This design comes from an exercise in tuning for small area, a short achievable clock period and few clock cycles per item on the open sky130 flow, not from production work.
In this exercise RTL edits were held to simulation tests only and were not proved equivalent to the original.

--- flow/config.mk ---
export PLATFORM = sky130hd
export DESIGN_NAME = M1
export DESIGN_NICKNAME = M1
export VERILOG_FILES = /design/flow/design.v
export SDC_FILE = /design/flow/constraint.sdc
export NUM_CORES = 4
export LEC_CHECK = 0
export CAP_MARGIN = 20
export CORE_MARGIN = 2
export CORE_UTILIZATION = 40
export SLEW_MARGIN = 20
--- flow/constraint.sdc ---
create_clock -name core_clock -period 24.0 [get_ports {Clock}]
set_input_delay 4.8000 -clock core_clock [delete_from_list [all_inputs] [get_ports {Clock}]]
set_output_delay 4.8000 -clock core_clock [all_outputs]
set_load 0.01 [all_outputs]
--- flow/design.v ---
`timescale 1ns/100ps
`default_nettype none
module M1 (
  input logic Clock,
  input logic Resetn,
  input logic Start,
  output logic Stop,
  output logic[17:0]   SRAM_address,
  output logic[15:0]   SRAM_write_data,
  output logic         SRAM_we_n,
  input logic[15:0]    SRAM_read_data
);
localparam logic [17:0] U_START   = 18'd38400;
localparam logic [17:0] V_START   = 18'd57600;
localparam logic [17:0] RGB_START = 18'd146944;
logic        act;
logic [3:0]  ph;
logic [15:0] ya;       
logic [14:0] ca;       
logic [17:0] wa;       
logic [6:0]  col;      
logic        wen;
logic [7:0]  wu [0:7];    
logic [7:0]  wv [0:7];
logic [15:0] y0w, y1w;    
logic [8:0] iu, iv;           
logic        i_v;     
logic        i_3;     
always_comb begin
  i_v = (ph == 4'd0) || (ph == 4'd2);
  i_3 = (ph == 4'd1) || (ph == 4'd2);
end
logic [7:0] p [0:6];
logic [7:0] q [0:6];
always_comb begin
  for (int k = 0; k < 7; k++) p[k] = i_v ? wv[k] : wu[k];
  q[0] = (col == 7'd0) ? p[2] : p[0];
  q[1] = (col == 7'd0) ? p[2] : p[1];
  q[2] = p[2];
  q[3] = p[3];
  q[4] = (col == 7'd79) ? p[3] : p[4];
  q[5] = (col == 7'd79) ? p[3] : p[5];
  q[6] = (col == 7'd79) ? p[3] : (col == 7'd78) ? p[5] : p[6];
end
logic [8:0] ia, ib, ic;
logic [16:0] isum;
always_comb begin
  ia = i_3 ? ({1'b0, q[1]} + {1'b0, q[6]}) : ({1'b0, q[0]} + {1'b0, q[5]});
  ib = i_3 ? ({1'b0, q[2]} + {1'b0, q[5]}) : ({1'b0, q[1]} + {1'b0, q[4]});
  ic = i_3 ? ({1'b0, q[3]} + {1'b0, q[4]}) : ({1'b0, q[2]} + {1'b0, q[3]});
  isum = ({8'd0, ia} << 0) + ({8'd0, ia} << 2) + ({8'd0, ia} << 4) + ({8'd0, ~ib} << 2) + ({8'd0, ~ib} << 4) + ({8'd0, ~ib} << 5) + ({8'd0, ~ic} << 0) + ({8'd0, ic} << 5) + ({8'd0, ic} << 7) + 17'd5813;
end
logic [7:0] ey;
logic [8:0] eu, ev;
always_comb begin
  case (ph)
    4'd0:    begin ey = y0w[15:8]; eu = {wu[2][7], ~wu[2][7], wu[2][6:0]}; ev = {wv[2][7], ~wv[2][7], wv[2][6:0]}; end
    4'd3:    begin ey = y1w[15:8]; eu = {wu[1][7], ~wu[1][7], wu[1][6:0]}; ev = {wv[3][7], ~wv[3][7], wv[3][6:0]}; end
    4'd1:    begin ey = y0w[7:0];  eu = iu; ev = iv; end
    default: begin ey = y1w[7:0];  eu = iu; ev = iv; end
  endcase
end
logic [26:0] sR, sG, sB;
always_comb begin
  sR = ({19'd0, ~ey} << 2) + ({19'd0, ey} << 9) + ({19'd0, ey} << 11) + ({19'd0, ey} << 13) + ({19'd0, ey} << 16) + ({18'd0, ev} << 0) + ({18'd0, ev} << 1) + ({18'd0, ev} << 4) + ({18'd0, ev} << 7) + ({18'd0, ev} << 11) + ({18'd0, ev} << 12) + ({18'd0, ev} << 15) + ({18'd0, ev} << 16) + 27'd106219844;
  sG = ({19'd0, ~ey} << 2) + ({19'd0, ey} << 9) + ({19'd0, ey} << 11) + ({19'd0, ey} << 13) + ({19'd0, ey} << 16) + ({18'd0, ~eu} << 3) + ({18'd0, ~eu} << 4) + ({18'd0, ~eu} << 10) + ({18'd0, ~eu} << 13) + ({18'd0, ~eu} << 14) + ({18'd0, ~ev} << 0) + ({18'd0, ~ev} << 5) + ({18'd0, ~ev} << 12) + ({18'd0, ~ev} << 14) + ({18'd0, ~ev} << 15) + 27'd112875389;
  sB = ({19'd0, ~ey} << 2) + ({19'd0, ey} << 9) + ({19'd0, ey} << 11) + ({19'd0, ey} << 13) + ({19'd0, ey} << 16) + ({18'd0, ~eu} << 0) + ({18'd0, ~eu} << 2) + ({18'd0, eu} << 5) + ({18'd0, eu} << 7) + ({18'd0, eu} << 10) + ({18'd0, eu} << 17) + 27'd99137353;
end
logic signed [10:0] qr, qg, qb;     
logic [7:0] cr, cg, cb, hb;
function automatic logic [7:0] clip(input logic signed [10:0] x);
  if (x[10]) clip = 8'd0;
  else if (x[9:8] != 2'b00) clip = 8'd255;
  else clip = x[7:0];
endfunction
always_comb begin
  cr = clip(qr);
  cg = clip(qg);
  cb = clip(qb);
end
logic [3:0] ph_n;
always_comb ph_n = (ph == 4'd9) ? 4'd0 : ph + 4'd1;
always_ff @(posedge Clock or negedge Resetn) begin
  if (~Resetn) begin
    act <= 1'b0;
    Stop <= 1'b0;
    SRAM_we_n <= 1'b1;
  end else begin
    SRAM_we_n <= 1'b1;
    if (!act) begin
      if (Start && !Stop) act <= 1'b1;
    end else if (wen && ph_n >= 4'd2 && ph_n <= 4'd7) begin
      SRAM_we_n <= 1'b0;
      if (wa == 18'h3FFFF) begin
        Stop <= 1'b1;
        act <= 1'b0;
      end
    end
  end
end
always_ff @(posedge Clock) begin
  if (!act) begin
    ph <= 4'd0;
    ya <= 16'hFFFD;
    ca <= 15'd0;
    wa <= RGB_START;
    col <= 7'd77;
    wen <= 1'b0;
    SRAM_address <= U_START;
  end else begin
    ph <= ph_n;
    case (ph_n)
      4'd0: SRAM_address <= U_START + {3'd0, ca};
      4'd1: SRAM_address <= V_START + {3'd0, ca};
      4'd8, 4'd9: begin SRAM_address <= {2'd0, ya}; ya <= ya + 16'd1; end
      default: if (wen) begin SRAM_address <= wa; wa <= wa + 18'd1; end
    endcase
    if (ph == 4'd1) ca <= ca + 15'd1;
    if (ph == 4'd0 && ca == 15'd3) wen <= 1'b1;
    if (ph == 4'd8) col <= (col == 7'd79) ? 7'd0 : col + 7'd1;
  end
end
always_ff @(posedge Clock) begin
  if (ph == 4'd0) y1w <= SRAM_read_data;
  if (ph == 4'd1) y0w <= SRAM_read_data;
  if (ph == 4'd2) begin
    for (int k = 0; k < 6; k++) wu[k] <= wu[k+2];
    wu[6] <= SRAM_read_data[15:8];
    wu[7] <= SRAM_read_data[7:0];
  end
  if (ph == 4'd3) begin
    for (int k = 0; k < 6; k++) wv[k] <= wv[k+2];
    wv[6] <= SRAM_read_data[15:8];
    wv[7] <= SRAM_read_data[7:0];
  end
  if (ph == 4'd9 || ph == 4'd1) iu <= isum[16:8];
  if (ph == 4'd0 || ph == 4'd2) iv <= isum[16:8];
  if (ph == 4'd0 || ph == 4'd1 || ph == 4'd3 || ph == 4'd4) begin
    qr <= sR[26:16];
    qg <= sG[26:16];
    qb <= sB[26:16];
  end
  case (ph)
    4'd1, 4'd4: begin SRAM_write_data <= {cr, cg}; hb <= cb; end
    4'd2, 4'd5: SRAM_write_data <= {hb, cr};
    4'd3, 4'd6: SRAM_write_data <= {cg, cb};
    default: ;
  endcase
end
endmodule
--- flow/run.sh ---
#!/bin/bash
# synth_recipe.tcl (not shown) runs the flow's synth.tcl, then flattens the netlist and writes it again
# the make line also repeats each setting of config.mk as NAME=value (left out here)
make -C /OpenROAD-flow-scripts/flow DESIGN_CONFIG=/design/flow/config.mk WORK_HOME=/design/flow/orfs CLKGATE_MAP_FILE= SYNTH_SCRIPT=/design/flow/synth_recipe.tcl finish
==> flow_results.org <==
** STA
- Final cycle utilization of the critical path :: 44.1%
- Number of max-slew violations in the final report :: 0
- Smallest setup slack after layout :: approximately 13000 ps
- At the pin with the least slew margin, the transition time is about 1100 ps.
- Final min period :: around 11000 ps
- The worst pin sits at a relative slew slack of a little under a quarter.
- RSZ-0062 raised after global routing :: false
- Setup violations remaining at the end of the flow were counted as 0.
- Setup total negative slack on the finished layout was measured at 0 ps.
- Hold Vio Cnt, Final :: 0
- Static timing analysis puts the maximum clock frequency at 94.4 MHz.
- On the final layout, the worst clock skew is around 51 ps.

** Layout
- The multi-input combinational cells in the finished layout cover a total of about 0.015 sq mm.
- Leading cell types in the layout, fill and taps excluded :: 312 x sky130_fd_sc_hd__ha_1, 309 x sky130_fd_sc_hd__inv_1, 235 x sky130_fd_sc_hd__edfxtp_1
- The filler cells instantiated in the layout total 5839.
- Number of antenna cells inserted :: 0
- Number of nets in the layout :: roughly 2.9k
- The sequential cells in the finished layout cover a total of between 0.008 and 0.009 sq mm.
- The post-route netlist has 5.61% of its cells at a drive strength greater than 1.
- Leaving out fill and tap cells, the most frequent cell in the layout is sky130_fd_sc_hd__ha_1.
- Synth-to-Final Area Change :: 10.6%

** Critical path
- The worst setup path is captured at a flop.
- Flop2flop setup slack :: about 13000 ps
- Setup Crit Path Kind :: flop to flop
- The worst setup path is launched from a flop.
- On the worst path, the slowest cell contributes a delay of ~890 ps.
- CP Data Required Time :: 24310 ps
- Among all stages on the critical path, the largest delay is contributed by sky130_fd_sc_hd__nor2_4.
- Data arrival time at the worst-slack endpoint :: ~11000 ps
- Of all nets on the critical path, the largest fanout is 55.

** Synth
- Counting distinct cell types in the post-synthesis netlist gives a little over 90.
- Ys flop type :: sky130_fd_sc_hd__edfxtp_1
- Of all flip-flops after synthesis, the portion carrying an async set or reset was less than 1%.
- Synth top area cells :: sky130_fd_sc_hd__edfxtp_1 28%, sky130_fd_sc_hd__fa_1 16%, sky130_fd_sc_hd__ha_1 15%, sky130_fd_sc_hd__dfxtp_1 6.3%, sky130_fd_sc_hd__inv_1 4.6%
- Post-Synthesis Cells :: ~2.4k
- Synthesized cell area :: 0.0253 sq mm
- Proportion of netlist area held by the largest area contributor :: around 28%
- The synthesized design spends more area on one cell type than any other, namely sky130_fd_sc_hd__edfxtp_1.
- In this run, synthesis inferred about 240 flip-flops with an integrated enable.
- Synthesis produced a netlist with a net count of roughly 2.9k.
- Syn Area/Cell :: roughly 11 sq um
- After synthesis, flip-flops and latches occupy about a third of the total area.
- Flip-flop and latch count after synthesis :: ~320
- Yosys printed 5 warnings.

** Detailed routing
- Initial DRT Pass Iterations :: 6
- For this run, design rule violations remaining after detail routing come to 0.
- Number of vias per cell after detailed routing :: 5.29
- Total wire length :: 63.4 mm
- Count of vias placed by the detailed router :: ~17k
- The count of nets left with antenna violations once routing finished came out at 0.
- Drt initial violations :: about 1.3k
- In the final routed layout, each cell accounts on average for 19.3 um.

** GRT
- The initial antenna violation count was 3.
- The via count of the first global-routing pass came to 17.7k.
- Overall track demand over capacity in global routing :: between 10% and 20%
- The first global-routing pass estimated around 100 mm of wire.
- GR Overflow Total :: 0
- Entering global routing, the biggest net connects a little under 90 pins.

** Placement
- Once detailed placement completed, the half-perimeter wirelength came to 49.6 mm.
- Minimum setup slack after placement :: ~13000 ps
- Routability-driven placement finished with a final weighted congestion of around 0.88.
- Count of input and output buffers :: between 50 and 60

** Die
- The floorplan has ~90 rows.
- The total area inside the core boundary comes to 0.0627 sq mm.
- The die covers about 0.065 sq mm.
- Die H :: between 200 and 300 um
- In this run the count of I/O pins placed on the die edge is 55.
- The initial utilization of the core area, before any placement, comes to 40.3%.
- Measured along the x axis, the die boundary spans 255 um.

** CTS
- The number of hold buffers added after CTS was 0.
- Number of setup buffers added after CTS :: 0
- Count of H-tree levels built during CTS :: 2
- Counting the buffers created by CTS gives 37.
- Root Buffer :: sky130_fd_sc_hd__clkbuf_16
- No sink is reached through more buffers than the 3 on the longest clock path.
- Worst-Skew Late Latency :: around 580 ps
- Clock transition at path regs :: ~70 ps
- Number of gates given a new drive strength after cts :: 0
- The tree built by TritonCTS fans out to 317 sinks.
- CTS tree :: built

** Run status
- Status :: complete, no violations

** Hold path
- Type of the tightest min-delay check :: flop to flop

** Flow run
- Max-capacitance violation count :: 0
-- metrics by stage --
stage / hold WS (ps) / utilization [%] / cells / area, sq um
after global routing: 425 / 44.5 / 3286 / 27900
after detailed placement: 405 / 42.6 / 3218 / 26700
after global placement: 401 / 42.6 / 3218 / 26700
after CTS: 421 / 44.5 / 3286 / 27900
after floorplan: 400 / - / 2367 / 25300
final: 419 / 44.5 / 3286 / 27900
-- worst paths after layout --
path,cells past startpoint,to,start
max in group asynchronous,1,SRAM_we_n,Resetn
min in group asynchronous,1,Stop,Resetn
setup reg to reg,37,iu[8],ph[0]
setup / recovery,37,iu[8],ph[0]
hold / removal,0,wv[5][2],wv[7][2]
hold reg to reg,0,wv[5][2],wv[7][2]
-- state kept, by name, summed over array words and instances, names as in the netlist, 9 cells and up --
register,cells
SRAM_address,18
SRAM_write_data,16
ca,15
iu,9
iv,9
qb,11
qg,11
qr,11
wa,18
wu,64
wv,64
y0w,16
y1w,16
ya,16
-- cell families (layout without fill, tap and decap cells) --
group / Yosys count / count (layout) / share of synthesized area (%)
AO/OA/AOI/OAI: 384 / 384 / 10.6
XOR/XNOR: 113 / 113 / 3.95
adder cells (fa/ha/maj): 515 / 515 / 31.5
buffers and inverters: 381 / 454 / 5.82
flip-flops: 317 / 317 / 34.5
multiplexers: 55 / 55 / 2.32
AND/OR/NAND/NOR: 602 / 602 / 11.3
-- critical path: cells and delay by family, from the launching register on --
family          cells  cell delay, ps
fa+ha+maj           8            3430
compound gates     12            2740
simple gates        7            2000
buf+inv             8            1310
flops               1             380
mux                 1             310
xor+xnor            1             100
-- metal layers --
metal	wire [um]	up-vias	GRT usage, %
li1	-	8298	-
met1	29700	8512	27.7
met2	28800	475	31.0
met3	3260	90	2.49
met4	1620	2	5.47
met5	13	-	0
-- synth_stat cells (all sizes together) (13+ instances only) --
cell type	number
a21o	19
a21oi	75
a221o	39
a31oi	33
and2	32
and3	40
buf	15
clkbuf	53
dfxtp	79
edfxtp	235
fa	203
ha	312
inv	312
mux2	28
mux2i	27
nand2	231
nand2b	13
nand3	36
nand4	21
nor2	128
nor2b	21
nor3	37
o21a	18
o21ai	87
o21bai	24
or3	13
xnor2	74
xor2	39
-- area by class of cell --
class | instances | share of cell area, %
Tap cell | 846 | 3.79
Multi-Input combinational cell | 1669 | 54.0
Timing Repair Buffer | 73 | 2.44
Clock inverter | 26 | 0.846
Sequential cell | 317 | 31.2
Inverter | 313 | 4.24
Clock buffer | 42 | 3.45
Testbench counts, summed over its fixed seeds: cycles 768,116, images 4.

## port drivers added, routing unchanged
In the flow no input, the clock included, has a driving cell. The finished layout below was timed again as built, in two steps. Step 1 assumes that a clkbuf_16 drives the clock port and a buf_2 every other input. Step 2 moves the port delays by t, midway between the first and last clock arrival at a register: inputs arrive t later, outputs are due t later. That takes back most of the time a late clock gives input paths. Three values: ideal ports, drivers, drivers and shift; two values: the first two.
t (ns): 0.617
slack for setup (ns): 13.409 / 13.409 / 13.409
latest minus earliest clock arrival (ns): 0.050 / 0.051
worst slew at a driven data input, ns: 0.03
pins driven straight from the clock port: 1
After both steps this run still meets setup and hold. The setup slack of this run moves by 0.000 ns with the drivers and by 0.000 ns with both steps.
